Context: an optimization exercise on an open-source flow, tuned for small area. The choices shown serve that exercise and are no tape-out recipe.
Only simulation tests tie the RTL to the original design; equivalence was not proved.
Power figures rest on the tool's default switching activity, not on a simulated workload.

==> inputs of 09-01 <==
==> flow/design.v <==
module vdma_wr (
    input               clk                  ,
    input               i_reset              ,
    input               i_ddr_init_done      ,
    input      [15:0]   i_wr_video_width     ,
    input               i_wr_video_field     ,
    input               i_wr_video_valid     ,
    input      [15:0]   i_wr_video_data      ,
    input      [31:0]   i_wr_video_base_addr ,
    output reg          m_axi_awvalid        ,
    input               m_axi_awready        ,
    output reg [31:0]   m_axi_awaddr         ,
    output     [3:0]    m_axi_awid           ,
    output     [7:0]    m_axi_awlen          ,
    output     [1:0]    m_axi_awburst        ,
    output     [2:0]    m_axi_awsize         ,
    output     [2:0]    m_axi_awprot         ,
    output     [3:0]    m_axi_awqos          ,
    output              m_axi_awlock         ,
    output     [3:0]    m_axi_awcache        ,
    output              m_axi_wvalid         ,
    input               m_axi_wready         ,
    output     [127:0]  m_axi_wdata          ,
    output     [15:0]   m_axi_wstrb          ,
    output              m_axi_wlast          ,
    input      [3:0]    m_axi_bid            ,
    input      [1:0]    m_axi_bresp          ,
    input               m_axi_bvalid         ,
    output              m_axi_bready
    );
    reg         field_d;     
    reg         act;         
    reg  [6:0]  wid;         
    reg  [6:0]  pnum;        
    reg         w;           
    reg         pend;        
    reg  [127:0] d;         
    reg  [15:0] o0, o1;
    wire [19:0] carry;
    assign carry[0] = 1'b1;
    genvar k;
    generate
        for (k = 1; k < 20; k = k + 1) begin : g_carry
            assign carry[k] = carry[k-1] & m_axi_awaddr[11+k];
        end
    endgenerate
    wire       rise  = i_wr_video_field & ~field_d;
    wire       pix   = i_wr_video_field & i_wr_video_valid & act;
    wire [2:0] lane  = pnum[2:0] - 3'd1;
    wire       first = pnum == 7'd1;
    wire       last  = pnum == wid;
    wire       byp   = pix & (lane == 3'd7);
    assign m_axi_wvalid = pend | byp;
    assign m_axi_wlast  = pend ? first & ~w : last;
    wire   hs   = m_axi_wvalid & m_axi_wready;
    wire   busy = m_axi_wvalid & ~m_axi_wready;
    assign m_axi_wdata = {pend ? d[127:112] : i_wr_video_data, d[111:0]};
    assign m_axi_wstrb   = 16'hffff;
    assign m_axi_awlen   = {4'd0, wid[6:3] - {3'd0, wid[2:0] == 3'd0}};
    assign m_axi_awid    = 4'd0;
    assign m_axi_awburst = 2'b01;
    assign m_axi_awsize  = 3'd4;
    assign m_axi_awprot  = 3'd0;
    assign m_axi_awqos   = 4'd0;
    assign m_axi_awlock  = 1'b0;
    assign m_axi_awcache = 4'd0;
    assign m_axi_bready  = 1'b1;
    always @(posedge clk) begin
        field_d <= i_wr_video_field;
        if (rise) begin
            wid               <= i_wr_video_width[6:0];
            m_axi_awaddr      <= i_wr_video_base_addr;
        end
        else begin : inc
            integer j;
            for (j = 0; j < 20; j = j + 1)
                if (m_axi_awvalid & m_axi_awready & carry[j])
                    m_axi_awaddr[12+j] <= ~m_axi_awaddr[12+j];
        end
    end
    always @(posedge clk) begin
        if (i_reset) begin
            act           <= 1'b0;
            pnum          <= 7'd1;
            w             <= 1'b0;
            pend          <= 1'b0;
            m_axi_awvalid <= 1'b0;
        end
        else begin
            if (rise)
                act <= i_ddr_init_done;
            if (pix)
                pnum <= last ? 7'd1 : pnum + 7'd1;
            w    <= (pix & last & (lane != 3'd7)) | (w & busy);
            pend <= busy | w;
            if (pix & first)
                m_axi_awvalid <= 1'b1;
            else if (m_axi_awready)
                m_axi_awvalid <= 1'b0;
        end
    end
    always @(posedge clk) begin
        if (pix & (lane == 3'd0))
            o0 <= i_wr_video_data;
        if (pix & (lane == 3'd1))
            o1 <= i_wr_video_data;
        if (~busy)
            d[31:0] <= {o1, o0};
    end
    genvar i;
    generate
        for (i = 2; i < 8; i = i + 1) begin : g_lane
            always @(posedge clk)
                if (pix & (lane == i))
                    d[16*i +: 16] <= i_wr_video_data;
        end
    endgenerate
endmodule
==> flow/flow/run.sh <==
#!/bin/bash
# Layout flow: the standard flow (standard.sh, unchanged synthesis) with three
# layout choices of its own:
#  - the port buffers that global placement adds are buf_1 cells;
#  - clock tree synthesis uses clkbuf_4 cells, with clusters of at most 10 sinks
#    within 50 um, and no dummy loads;
#  - the constant outputs keep synthesis's one tie cell per value instead of
#    getting a tie cell each (SKIP_REPAIR_TIE_FANOUT).
# make's full output goes to flow_make.log here; ORFS's per-step logs stay under orfs/logs.
set -euo pipefail
bash standard.sh \
  'BUFFER_PORTS_ARGS=-buffer_cell sky130_fd_sc_hd__buf_1' \
  'CTS_ARGS=-sink_clustering_enable -repair_clock_nets -buf_list sky130_fd_sc_hd__clkbuf_4 -sink_clustering_size 10 -sink_clustering_max_diameter 50 -dont_use_dummy_load' \
  SKIP_REPAIR_TIE_FANOUT=1 \
  finish > flow_make.log 2>&1
==> flow/standard.sh <==
#!/bin/bash
# synth_recipe.tcl (not shown) runs the flow's synth.tcl, then flattens the netlist and writes it again
# the make line also repeats each setting of config.mk as NAME=value (left out here)
make -C /OpenROAD-flow-scripts/flow DESIGN_CONFIG=/design/flow/config.mk WORK_HOME=/design/flow/orfs CLKGATE_MAP_FILE= SYNTH_SCRIPT=/design/flow/synth_recipe.tcl "${@:-finish}"
==> flow/config.mk <==
export PLATFORM = sky130hd
export DESIGN_NAME = vdma_wr
export DESIGN_NICKNAME = vdma_wr
export VERILOG_FILES = /design/flow/design.v
export SDC_FILE = /design/flow/constraint.sdc
export NUM_CORES = 4
export LEC_CHECK = 0
export CAP_MARGIN = 20
export CORE_MARGIN = 2
export CORE_UTILIZATION = 60
export SLEW_MARGIN = 20
export SYNTH_MEMORY_MAX_BITS = 16384
==> flow/constraint.sdc <==
create_clock -name core_clock -period 8.0 [get_ports {clk}]
set_input_delay 1.6000 -clock core_clock [delete_from_list [all_inputs] [get_ports {clk}]]
set_output_delay 1.6000 -clock core_clock [all_outputs]
set_load 0.01 [all_outputs]
==> 07-06 (differences from 09-01) <==
--- a/flow/design.v
+++ b/flow/design.v
@@ -30,33 +30,25 @@
     );
     reg         field_d;     
     reg         act;         
-    reg  [6:0]  wid;         
-    reg  [6:0]  pnum;        
-    reg         w;           
+    reg  [6:0]  wm1;         
+    reg  [6:0]  pcnt;        
     reg         pend;        
+    reg         q2;          
     reg  [127:0] d;         
     reg  [15:0] o0, o1;
-    wire [19:0] carry;
-    assign carry[0] = 1'b1;
-    genvar k;
-    generate
-        for (k = 1; k < 20; k = k + 1) begin : g_carry
-            assign carry[k] = carry[k-1] & m_axi_awaddr[11+k];
-        end
-    endgenerate
     wire       rise  = i_wr_video_field & ~field_d;
     wire       pix   = i_wr_video_field & i_wr_video_valid & act;
-    wire [2:0] lane  = pnum[2:0] - 3'd1;
-    wire       first = pnum == 7'd1;
-    wire       last  = pnum == wid;
+    wire [2:0] lane  = pcnt[2:0];
+    wire       first = pcnt == 7'd0;
+    wire       last  = pcnt == wm1;
     wire       byp   = pix & (lane == 3'd7);
     assign m_axi_wvalid = pend | byp;
-    assign m_axi_wlast  = pend ? first & ~w : last;
+    assign m_axi_wlast  = pend ? first & ~q2 : last;
     wire   hs   = m_axi_wvalid & m_axi_wready;
     wire   busy = m_axi_wvalid & ~m_axi_wready;
     assign m_axi_wdata = {pend ? d[127:112] : i_wr_video_data, d[111:0]};
     assign m_axi_wstrb   = 16'hffff;
-    assign m_axi_awlen   = {4'd0, wid[6:3] - {3'd0, wid[2:0] == 3'd0}};
+    assign m_axi_awlen   = {4'd0, wm1[6:3]};
     assign m_axi_awid    = 4'd0;
     assign m_axi_awburst = 2'b01;
     assign m_axi_awsize  = 3'd4;
@@ -68,31 +60,27 @@
     always @(posedge clk) begin
         field_d <= i_wr_video_field;
         if (rise) begin
-            wid               <= i_wr_video_width[6:0];
+            wm1               <= i_wr_video_width[6:0] - 7'd1;
             m_axi_awaddr      <= i_wr_video_base_addr;
         end
-        else begin : inc
-            integer j;
-            for (j = 0; j < 20; j = j + 1)
-                if (m_axi_awvalid & m_axi_awready & carry[j])
-                    m_axi_awaddr[12+j] <= ~m_axi_awaddr[12+j];
-        end
+        else if (m_axi_awvalid & m_axi_awready)
+            m_axi_awaddr[31:12] <= m_axi_awaddr[31:12] + 20'd1;
     end
     always @(posedge clk) begin
         if (i_reset) begin
             act           <= 1'b0;
-            pnum          <= 7'd1;
-            w             <= 1'b0;
+            pcnt          <= 7'd0;
             pend          <= 1'b0;
+            q2            <= 1'b0;
             m_axi_awvalid <= 1'b0;
         end
         else begin
             if (rise)
                 act <= i_ddr_init_done;
             if (pix)
-                pnum <= last ? 7'd1 : pnum + 7'd1;
-            w    <= (pix & last & (lane != 3'd7)) | (w & busy);
-            pend <= busy | w;
+                pcnt <= last ? 7'd0 : pcnt + 7'd1;
+            pend <= busy | (hs & q2) | (pix & last & (lane != 3'd7));
+            q2   <= (pix & last & pend & ~m_axi_wready) | (q2 & ~hs);
             if (pix & first)
                 m_axi_awvalid <= 1'b1;
             else if (m_axi_awready)
@@ -100,12 +88,18 @@
         end
     end
     always @(posedge clk) begin
-        if (pix & (lane == 3'd0))
+        if (pix & (lane == 3'd0) & ~busy)
+            d[15:0] <= i_wr_video_data;
+        else if (hs)
+            d[15:0] <= o0;
+        if (pix & (lane == 3'd1) & ~busy)
+            d[31:16] <= i_wr_video_data;
+        else if (hs)
+            d[31:16] <= o1;
+        if (pix & (lane == 3'd0) & busy)
             o0 <= i_wr_video_data;
-        if (pix & (lane == 3'd1))
+        if (pix & (lane == 3'd1) & busy)
             o1 <= i_wr_video_data;
-        if (~busy)
-            d[31:0] <= {o1, o0};
     end
     genvar i;
     generate
==> flow/run.sh (new file) <==
#!/bin/bash
# synth_recipe.tcl (not shown) runs the flow's synth.tcl, then flattens the netlist and writes it again
# the make line also repeats each setting of config.mk as NAME=value (left out here)
make -C /OpenROAD-flow-scripts/flow DESIGN_CONFIG=/design/flow/config.mk WORK_HOME=/design/flow/orfs CLKGATE_MAP_FILE= SYNTH_SCRIPT=/design/flow/synth_recipe.tcl finish
--- a/flow/config.mk
+++ b/flow/config.mk
@@ -7,6 +7,6 @@
 export LEC_CHECK = 0
 export CAP_MARGIN = 20
 export CORE_MARGIN = 2
-export CORE_UTILIZATION = 60
+export CORE_UTILIZATION = 40
 export SLEW_MARGIN = 20
 export SYNTH_MEMORY_MAX_BITS = 16384
removed: flow/flow/run.sh
removed: flow/standard.sh
==> 04-02 (differences from 09-01) <==
--- a/flow/design.v
+++ b/flow/design.v
@@ -30,8 +30,8 @@
     );
     reg         field_d;     
     reg         act;         
-    reg  [6:0]  wid;         
-    reg  [6:0]  pnum;        
+    reg  [6:0]  wm1;         
+    reg  [6:0]  pcnt;        
     reg         w;           
     reg         pend;        
     reg  [127:0] d;         
@@ -46,9 +46,9 @@
     endgenerate
     wire       rise  = i_wr_video_field & ~field_d;
     wire       pix   = i_wr_video_field & i_wr_video_valid & act;
-    wire [2:0] lane  = pnum[2:0] - 3'd1;
-    wire       first = pnum == 7'd1;
-    wire       last  = pnum == wid;
+    wire [2:0] lane  = pcnt[2:0];
+    wire       first = pcnt == 7'd0;
+    wire       last  = pcnt == wm1;
     wire       byp   = pix & (lane == 3'd7);
     assign m_axi_wvalid = pend | byp;
     assign m_axi_wlast  = pend ? first & ~w : last;
@@ -56,7 +56,7 @@
     wire   busy = m_axi_wvalid & ~m_axi_wready;
     assign m_axi_wdata = {pend ? d[127:112] : i_wr_video_data, d[111:0]};
     assign m_axi_wstrb   = 16'hffff;
-    assign m_axi_awlen   = {4'd0, wid[6:3] - {3'd0, wid[2:0] == 3'd0}};
+    assign m_axi_awlen   = {4'd0, wm1[6:3]};
     assign m_axi_awid    = 4'd0;
     assign m_axi_awburst = 2'b01;
     assign m_axi_awsize  = 3'd4;
@@ -68,7 +68,7 @@
     always @(posedge clk) begin
         field_d <= i_wr_video_field;
         if (rise) begin
-            wid               <= i_wr_video_width[6:0];
+            wm1               <= i_wr_video_width[6:0] - 7'd1;
             m_axi_awaddr      <= i_wr_video_base_addr;
         end
         else begin : inc
@@ -81,7 +81,7 @@
     always @(posedge clk) begin
         if (i_reset) begin
             act           <= 1'b0;
-            pnum          <= 7'd1;
+            pcnt          <= 7'd0;
             w             <= 1'b0;
             pend          <= 1'b0;
             m_axi_awvalid <= 1'b0;
@@ -90,7 +90,7 @@
             if (rise)
                 act <= i_ddr_init_done;
             if (pix)
-                pnum <= last ? 7'd1 : pnum + 7'd1;
+                pcnt <= last ? 7'd0 : pcnt + 7'd1;
             w    <= (pix & last & (lane != 3'd7)) | (w & busy);
             pend <= busy | w;
             if (pix & first)
--- a/flow/flow/run.sh
+++ b/flow/flow/run.sh
@@ -1,5 +1,5 @@
 #!/bin/bash
-# Layout flow: the standard flow (standard.sh, unchanged synthesis) with three
+# Layout flow: the standard flow (standard.sh, unchanged synthesis) with two
 # layout choices of its own:
 #  - the port buffers that global placement adds are buf_1 cells;
 #  - clock tree synthesis uses clkbuf_4 cells, with clusters of at most 10 sinks
==> results.txt <==
Status: 04-02 no timing/DRC/antenna violations; 09-01 no timing/DRC/antenna violations; 07-06 no timing/DRC/antenna violations
Buffers, non-clock: 04-02 228; 09-01 229; 07-06 234
Xor/xnor cell area share of the yosys netlist: 04-02 1.71%; 09-01 1.53%; 07-06 2.95%
Basic-gate share of the synthesized area counting and, or, nand and nor cells: 04-02 5.28%; 09-01 5.47%; 07-06 5.99%
Number of global-route vias before repair: 04-02 3969; 09-01 4033; 07-06 4791
Placed wire-length estimate: 04-02 9940 um; 09-01 9540 um; 07-06 13200 um
Starting Density: 04-02 61.9%; 09-01 61.5%; 07-06 40.7%
Number of detailed-routing iterations run before antenna repair: 04-02 7; 09-01 4; 07-06 4
Fraction of met2 tracks used by global routing: 04-02 30.3%; 09-01 30.4%; 07-06 24.9%
Register area share after synthesis: 04-02 72.1%; 09-01 72.5%; 07-06 67.6%
Lkg Pwr: 04-02 0.00286 uW; 09-01 0.00289 uW; 07-06 0.00394 uW
Fraction of standard cell area in multi-input logic: 04-02 12.7%; 09-01 12.9%; 07-06 15.9%
Worst Min Path Start: 04-02 o1[2]; 09-01 o0[6]; 07-06 act
Power after layout: 04-02 1750 uW; 09-01 1750 uW; 07-06 2360 uW
Flop2flop setup slack: 04-02 5740 ps; 09-01 5280 ps; 07-06 4890 ps
Post-synthesis cell type count: 04-02 37; 09-01 38; 07-06 42
Length in cells of the worst reg-to-reg path: 04-02 4; 09-01 6; 07-06 5
Switching Fraction: 04-02 20.8%; 09-01 21.0%; 07-06 20.5%
Share of final-layout standard cells stronger than drive strength 1: 04-02 7.06%; 09-01 7.66%; 07-06 12.2%
Clock skew after layout: 04-02 24.6 ps; 09-01 23.1 ps; 07-06 11.5 ps
Number of standard-cell rows in the floorplan: 04-02 43; 09-01 43; 07-06 55
Largest net degree at the start of global routing: 04-02 63; 09-01 62; 07-06 33
Routed length on met3: 04-02 1470 um; 09-01 1100 um; 07-06 1980 um
Number of multi-input logic gates: 04-02 174; 09-01 175; 07-06 270

==> what the ideal ports hide <==
The flow's constraints put no driver on any port. The routed layouts listed below were extracted and timed again, unchanged, in two steps. Step 1, drivers: a clkbuf_16 drives clk and a buf_2 each remaining input, both assumed. Step 2 times the ports against the registers' clock, not the clock port: input delays grow and output delays shrink by t, the midpoint of the rising clock arrivals with the driver on. Slacks: ideal / step 1 / step 2; pairs: ideal / step 1.
| run | t (ns) | setup WS [ns] | clock arrival spread, ns | slew at the worst register clock pin (ns) |
|---|---|---|---|---|
| 09-01 | 0.629 | 3.386 / 3.354 / 3.354 | 0.023 / 0.023 | 0.11 / 0.11 |
| 07-06 | 0.528 | 2.826 / 2.791 / 2.791 | 0.013 / 0.013 | 0.06 / 0.06 |
| 04-02 | 0.623 | 3.681 / 3.644 / 3.644 | 0.025 / 0.025 | 0.10 / 0.10 |
After both steps setup and hold are still met in every run listed. The setup slack of 04-02, which loses most, moves by -0.037 ns with the drivers and by -0.037 ns with both steps.
